This is an optimization exercise on Yosys and OpenROAD, whose aim is small area, not a production implementation.
Function was checked by simulation only, so behaviour that the tests miss may differ from the original.

==> job 4808 <==
## Car_Simulator_Top
module Car_Simulator_Top (
    input CLK,
    input RST,  
    input KEY_1, KEY_2, KEY_3, KEY_4, KEY_5, KEY_6,
    input KEY_7, KEY_8, KEY_9, KEY_STAR, KEY_0, KEY_SHARP,
    input [7:0] DIP_SW,
    output SPI_SCK, SPI_AD, SPI_DIN, input SPI_DOUT,
    output [7:0] SEG_DATA, SEG_COM,
    output PIEZO,
    output [7:0] LED,
    output LCD_RS, LCD_RW, LCD_E, output [7:0] LCD_DATA,
    output [7:0] SEG_1_DATA,
    output SERVO_PWM,
    output [3:0] FC_RED, output [3:0] FC_GREEN, output [3:0] FC_BLUE,
    output [3:0] STEP_MOTOR
);
clock: 125.0 ns
lec_check: 0
abc_area: 1
cap_margin: 20
core_margin: 2
core_utilization: 65
slew_margin: 20
standard.sh (not shown) runs the stock make flow with config.mk's settings and CLKGATE_MAP_FILE= SYNTH_SCRIPT=/design/flow/synth_recipe.tcl, a recipe that flattens the netlist after the stock synthesis.
==> flow/flow/run.sh <==
#!/bin/bash
# Own layout flow: the standard synthesis, then the combinational logic is
# re-mapped with a stronger ABC script (every flip-flop of the standard synthesis
# is kept, with its name and cell; sixteen seeds are tried and the smallest result is
# used), then the standard flow from floorplan to the final layout, with small
# port buffers and a clock tree of small buffers without dummy loads.
set -euo pipefail
W=$PWD
P=${FLOW_PLATFORM:-sky130hd}
LIB=$FLOW_HOME/platforms/$P/lib/sky130_fd_sc_hd__tt_025C_1v80.lib
R=$W/orfs/results/$P/Car_Simulator_Top/base
L=$W/orfs/logs/$P/Car_Simulator_Top/base
T=200

# 1. standard synthesis
bash standard.sh synth > $W/log_1_standard_synth.log 2>&1
cp $R/1_2_yosys.v $W/synth_standard.v

# 2. combinational cell models from the liberty file
yosys -q -l $W/log_2_cells.log -p "read_liberty -ignore_miss_func $LIB; write_verilog -noattr $W/allcells.v" > /dev/null 2>&1
python3 $W/flow/comb_cells.py $W/allcells.v $W/comb_cells.v > $W/log_3_comb_cells.log 2>&1

# 3. re-map with sixteen seeds, four at a time (same don't-use cells as the standard synthesis)
DU=$(grep -o "abc -script.*" $L/1_2_yosys.log | head -1 | grep -o -- "-dont_use [^ ]*" | tr '\n' ' ' || true)
remap() {
  local S=$1
  sed -e "s|{T}|$T|" -e "s|{SEED}|$S|" $W/flow/area.abc > $W/area_$S.abc
  sed -e "s|{LIB}|$LIB|g" -e "s|{IN}|$W/synth_standard.v|" -e "s|{TOP}|$FLOW_TOP|" \
      -e "s|{CELLS}|$W/comb_cells.v|" -e "s|{ABC}|$W/area_$S.abc|" -e "s|{DONTUSE}|$DU|" \
      -e "s|{STAT}|$W/synth_remap_stat_$S.txt|" -e "s|{OUT}|$W/synth_remap_$S.v|" $W/flow/remap.ys > $W/remap_$S.ys
  yosys -l $W/log_4_remap_$S.log -s $W/remap_$S.ys > /dev/null 2>&1 || rm -f $W/synth_remap_$S.v
}
for S in 1 2 3 4; do remap $S & done
wait
for S in 5 6 7 8; do remap $S & done
wait
for S in 9 10 11 12; do remap $S & done
wait
for S in 13 14 15 16; do remap $S & done
wait
BEST=""; BESTA=""
for S in $(seq 1 16); do
  if [[ -s $W/synth_remap_$S.v ]]; then
    A=$(grep "Chip area" $W/synth_remap_stat_$S.txt | awk '{print $NF}')
    echo "seed $S: $A" >> $W/log_5_choice.log
    if [[ -z "$BEST" ]] || python3 -c "import sys; sys.exit(0 if $A < $BESTA else 1)"; then BEST=$S; BESTA=$A; fi
  fi
done
if [[ -n "$BEST" ]]; then
  echo "using seed $BEST ($BESTA)" >> $W/log_5_choice.log
  cp $W/synth_remap_$BEST.v $W/synth_remap.v
  cp $W/synth_remap.v $R/1_2_yosys.v
  rm -f $R/1_synth.odb $R/1_synth.sdc
else
  echo "no re-mapped netlist; keeping the standard synthesis" >> $W/log_5_choice.log
fi

# 4. standard flow from the (re-mapped) netlist
export BUFFER_PORTS_ARGS="-buffer_cell sky130_fd_sc_hd__buf_1"
export CTS_ARGS="-sink_clustering_enable -repair_clock_nets -dont_use_dummy_load -buf_list sky130_fd_sc_hd__clkbuf_4 -sink_clustering_size 9 -sink_clustering_max_diameter 40"
bash standard.sh finish > $W/log_6_standard_flow.log 2>&1
Other scripts of this flow, unchanged in this note and not shown: flow/flow/area.abc, flow/flow/comb_cells.py, flow/flow/remap.ys
==> inputs of job 1539, as changes to job 4808 <==
--- a/flow/design.v
+++ b/flow/design.v
@@ -104,23 +104,22 @@
                 if (bcnt == 5'd16) spi_t <= 0;
             end
         end
     end
     assign SPI_SCK = p[2] | (p[1] & p[0]);
     assign SPI_AD  = ~spi_t;
     assign SPI_DIN = (bcnt == 5'd1) | (bcnt == 5'd7) | (bcnt == 5'd8) | (bcnt == 5'd11) |
                      (bcnt == 5'd12) | ((bcnt == 5'd6) & ch);
-    reg [3:0] Ft, Fo;            
+    reg [6:0] F;
     reg [1:0] fop;               
-    wire Ft_nz = (Ft != 4'd0);
-    wire F_ge8 = Ft_nz | (Fo[3] & 1'b1);                        
-    wire fuel_nz = (fop == 2'd0) ? (Ft_nz | (Fo != 4'd0)) :
-                   (fop == 2'd1) ? (Ft_nz | (Fo[3:1] != 3'd0)) :
-                   (fop == 2'd2) ? (Ft_nz | (Fo == 4'd9)) : 1'b0;
+    wire F_ge8 = ge(F, 8);
+    wire fuel_nz = (fop == 2'd0) ? (F != 7'd0) :
+                   (fop == 2'd1) ? (F[6:1] != 6'd0) :
+                   (fop == 2'd2) ? ge(F, 9) : 1'b0;
     wire [7:0] accel = fuel_nz ? accel_raw : 8'd0;
     wire accel_active = ge(accel, 11);
     wire [7:0] eff = ge(accel, 6) ? add(accel, ~18'd5, 1'b1) : 8'd0;
     reg [1:0] pst;               
     reg prev_key_0;
     wire engine_on = (pst == 2'd2);
     wire is_off = (pst == 2'd0);
     always @(posedge CLK) begin
@@ -422,35 +421,29 @@
             dist_acc <= 0; dsub <= 0;
         end else begin
             if (c250 == 8'd245) dsub <= ge(dist_acc, 5000);
             if (dstep) dist_acc <= add(dist_acc, dop, 1'b0);
         end
     end
     always @(posedge CLK) begin
         if (rst) begin
-            Ft <= 4'd10; Fo <= 4'd0; fop <= 0; fuel_acc <= 0; temp <= 8'd25; temp_acc <= 0; odo_p <= 0;
+            F <= 7'd100; fop <= 0; fuel_acc <= 0; temp <= 8'd25; temp_acc <= 0; odo_p <= 0;
         end else begin
-            if (fop == 2'd3) begin Ft <= 0; Fo <= 0; end
-            else if (fop == 2'd1) begin                                  
-                if (Fo == 4'd0) begin Ft <= Ft - 1'b1; Fo <= 4'd9; end
-                else Fo <= Fo - 1'b1;
-            end else if (fop == 2'd2) begin                              
-                if (Fo[3]) Fo <= {3'b0, Fo[0]};
-                else begin Ft <= Ft - 1'b1; Fo <= Fo + 4'd2; end
-            end
+            if (fop == 2'd3) F <= 0;
+            else if (fop != 2'd0) F <= add(F, fop[1] ? 7'h78 : 7'h7f, 1'b0);
             fop <= 0;
             odo_p <= 0;
             if (tick_1s) begin
                 odo_p <= dact & dsub;
                 if (KEY_8) begin
                     fop <= F_ge8 ? 2'd2 : 2'd3;
                 end else if (engine_on) begin
                     if (ge(fuel_acc, 5000)) begin
-                        if (Ft_nz | (Fo != 4'd0)) fop <= 2'd1;
+                        if (F != 0) fop <= 2'd1;
                         fuel_acc <= 0;
                     end else
                         fuel_acc <= add(add(fuel_acc, eff, 1'b0), add(rpm_div100, 18'd10, 1'b0), 1'b0);
                 end
                 if (tact) begin
                     if (ge(temp_acc, tthr)) begin
                         temp <= add(temp, tup ? 8'h01 : 8'hff, 1'b0);
                         temp_acc <= 0;
@@ -656,26 +649,26 @@
     always @(posedge CLK) begin
         emsg_l <= emsg; kmsg_l <= kmsg; side_l <= side;
     end
     wire off_l = prev_off;
     function [7:0] dch;          
         input [3:0] d;
         dch = {4'h3, d};
     endfunction
-    wire [11:0] f_bcd = {3'b0, Ft == 4'd10, (Ft == 4'd10) ? 4'd0 : Ft, Fo};
+    wire [11:0] f_bcd = bcd8({1'b0, F});
     reg [3:0] cidx;
     localparam [127:0] L_ENG  = "   ENGINE ON!   ";
     localparam [127:0] L_KEY  = "    KEY ON      ";
     localparam [127:0] L_ODO  = "ODO: 00000 km   ";
     localparam [127:0] L_SIDE = "   SIDE ON!     ";
     localparam [127:0] L_FUEL = " FUEL:  00 %    ";
     wire [127:0] odo_line = {L_ODO[127:88], 4'h3, odo[19:16], 4'h3, odo[15:12], 4'h3, odo[11:8],
                              4'h3, odo[7:4], 4'h3, odo[3:0], L_ODO[47:0]};
-    wire [7:0] warn = (Ft[3:1] != 3'd0 || (Ft == 4'd1 && ge(Fo, 5))) ? " " : "!";
+    wire [7:0] warn = ge(F, 15) ? " " : "!";
     wire [127:0] fuel_line = {L_FUEL[127:72], f_bcd[8] ? "1" : " ", 4'h3, f_bcd[7:4], 4'h3, f_bcd[3:0],
                               L_FUEL[47:24], warn, warn, L_FUEL[7:0]};
     wire [127:0] line1 = off_l ? {16{8'h20}} : emsg_l ? L_ENG : kmsg_l ? L_KEY : odo_line;
     wire [127:0] line2 = (off_l || emsg_l || kmsg_l) ? {16{8'h20}} : side_l ? L_SIDE : fuel_line;
     wire [7:0] ch1 = line1[8 * (15 - cidx) +: 8];
     wire [7:0] ch2 = line2[8 * (15 - cidx) +: 8];
     localparam [3:0] S_POW = 0, S_I1 = 1, S_I2 = 2, S_I3 = 3, S_FS = 4, S_DOFF = 5, S_CLR = 6,
                      S_ENT = 7, S_DON = 8, S_IDLE = 9, S_L1C = 10, S_L1W = 11, S_L2C = 12,
--- a/flow/flow/run.sh
+++ b/flow/flow/run.sh
@@ -1,12 +1,12 @@
 #!/bin/bash
 # Own layout flow: the standard synthesis, then the combinational logic is
 # re-mapped with a stronger ABC script (every flip-flop of the standard synthesis
-# is kept, with its name and cell; sixteen seeds are tried and the smallest result is
+# is kept, with its name and cell; eight seeds are tried and the smallest result is
 # used), then the standard flow from floorplan to the final layout, with small
 # port buffers and a clock tree of small buffers without dummy loads.
 set -euo pipefail
 W=$PWD
 P=${FLOW_PLATFORM:-sky130hd}
 LIB=$FLOW_HOME/platforms/$P/lib/sky130_fd_sc_hd__tt_025C_1v80.lib
 R=$W/orfs/results/$P/Car_Simulator_Top/base
 L=$W/orfs/logs/$P/Car_Simulator_Top/base
@@ -15,36 +15,32 @@
 # 1. standard synthesis
 bash standard.sh synth > $W/log_1_standard_synth.log 2>&1
 cp $R/1_2_yosys.v $W/synth_standard.v
 
 # 2. combinational cell models from the liberty file
 yosys -q -l $W/log_2_cells.log -p "read_liberty -ignore_miss_func $LIB; write_verilog -noattr $W/allcells.v" > /dev/null 2>&1
 python3 $W/flow/comb_cells.py $W/allcells.v $W/comb_cells.v > $W/log_3_comb_cells.log 2>&1
 
-# 3. re-map with sixteen seeds, four at a time (same don't-use cells as the standard synthesis)
+# 3. re-map with eight seeds, four at a time (same don't-use cells as the standard synthesis)
 DU=$(grep -o "abc -script.*" $L/1_2_yosys.log | head -1 | grep -o -- "-dont_use [^ ]*" | tr '\n' ' ' || true)
 remap() {
   local S=$1
   sed -e "s|{T}|$T|" -e "s|{SEED}|$S|" $W/flow/area.abc > $W/area_$S.abc
   sed -e "s|{LIB}|$LIB|g" -e "s|{IN}|$W/synth_standard.v|" -e "s|{TOP}|$FLOW_TOP|" \
       -e "s|{CELLS}|$W/comb_cells.v|" -e "s|{ABC}|$W/area_$S.abc|" -e "s|{DONTUSE}|$DU|" \
       -e "s|{STAT}|$W/synth_remap_stat_$S.txt|" -e "s|{OUT}|$W/synth_remap_$S.v|" $W/flow/remap.ys > $W/remap_$S.ys
   yosys -l $W/log_4_remap_$S.log -s $W/remap_$S.ys > /dev/null 2>&1 || rm -f $W/synth_remap_$S.v
 }
 for S in 1 2 3 4; do remap $S & done
 wait
 for S in 5 6 7 8; do remap $S & done
 wait
-for S in 9 10 11 12; do remap $S & done
-wait
-for S in 13 14 15 16; do remap $S & done
-wait
 BEST=""; BESTA=""
-for S in $(seq 1 16); do
+for S in 1 2 3 4 5 6 7 8; do
   if [[ -s $W/synth_remap_$S.v ]]; then
     A=$(grep "Chip area" $W/synth_remap_stat_$S.txt | awk '{print $NF}')
     echo "seed $S: $A" >> $W/log_5_choice.log
     if [[ -z "$BEST" ]] || python3 -c "import sys; sys.exit(0 if $A < $BESTA else 1)"; then BEST=$S; BESTA=$A; fi
   fi
 done
 if [[ -n "$BEST" ]]; then
   echo "using seed $BEST ($BESTA)" >> $W/log_5_choice.log
--- a/flow/config.mk
+++ b/flow/config.mk
@@ -4,9 +4,10 @@
 export VERILOG_FILES = /design/flow/design.v
 export SDC_FILE = /design/flow/constraint.sdc
 export NUM_CORES = 4
 export LEC_CHECK = 0
 export ABC_AREA = 1
 export CAP_MARGIN = 20
 export CORE_MARGIN = 2
 export CORE_UTILIZATION = 65
+export GPL_TIMING_DRIVEN = 0
 export SLEW_MARGIN = 20
==> impl_metrics.env <==
export IMPL_outcome="finished clean"
export IMPL_clk_share_pct=1.80
export IMPL_fmax_mhz=18.2
export IMPL_buffers=108
export IMPL_clock_power_share_pct=22.9
export IMPL_clkLatencyLatePin_ns=0.85
export IMPL_grt_max_degree=52
export IMPL_gp_congestion=1.01
That was job 4808.
==> impl_metrics.env <==
export IMPL_grt_max_degree=73
export IMPL_outcome="finished clean"
export IMPL_gr_usage_met2_pct=55.6
export IMPL_gp_congestion=0.997
export IMPL_clock_power_share_pct=19.0
export IMPL_clkLatencyLatePin_ns=0.84
export IMPL_fmax_mhz=17.8
export IMPL_buffers=133
export IMPL_clk_share_pct=1.88
That was job 1539.

-- afterwards: timing with drivers on the ports --
How much do the figures lean on ideal ports? The routed layouts below were timed once more, with nothing changed but the port constraints.
Step 1: set_driving_cell puts a clkbuf_16 on CLK and a buf_2 on each other input, an assumption about the parent block.
Step 2 times the ports against the registers' clock, not the clock port: input delays grow and output delays shrink by t, the midpoint of the rising clock arrivals with the driver on.
Slacks: ideal / step 1 / step 2; pairs: ideal / step 1.
run	t, ns	setup WS [ns]	worst hold slack (ns)	clock arrival spread, ns	worst slew at a driven data input, ns
job 4808	0.852	70.097 / 70.077 / 70.077	0.366 / 0.366 / 0.366	0.106 / 0.106	0.10
job 1539	0.829	68.797 / 68.762 / 68.762	0.351 / 0.351 / 0.351	0.126 / 0.126	0.04
After both steps setup and hold are still met in every run listed. The setup slack of job 1539, which loses most, moves by -0.035 ns with the drivers and by -0.035 ns with both steps.
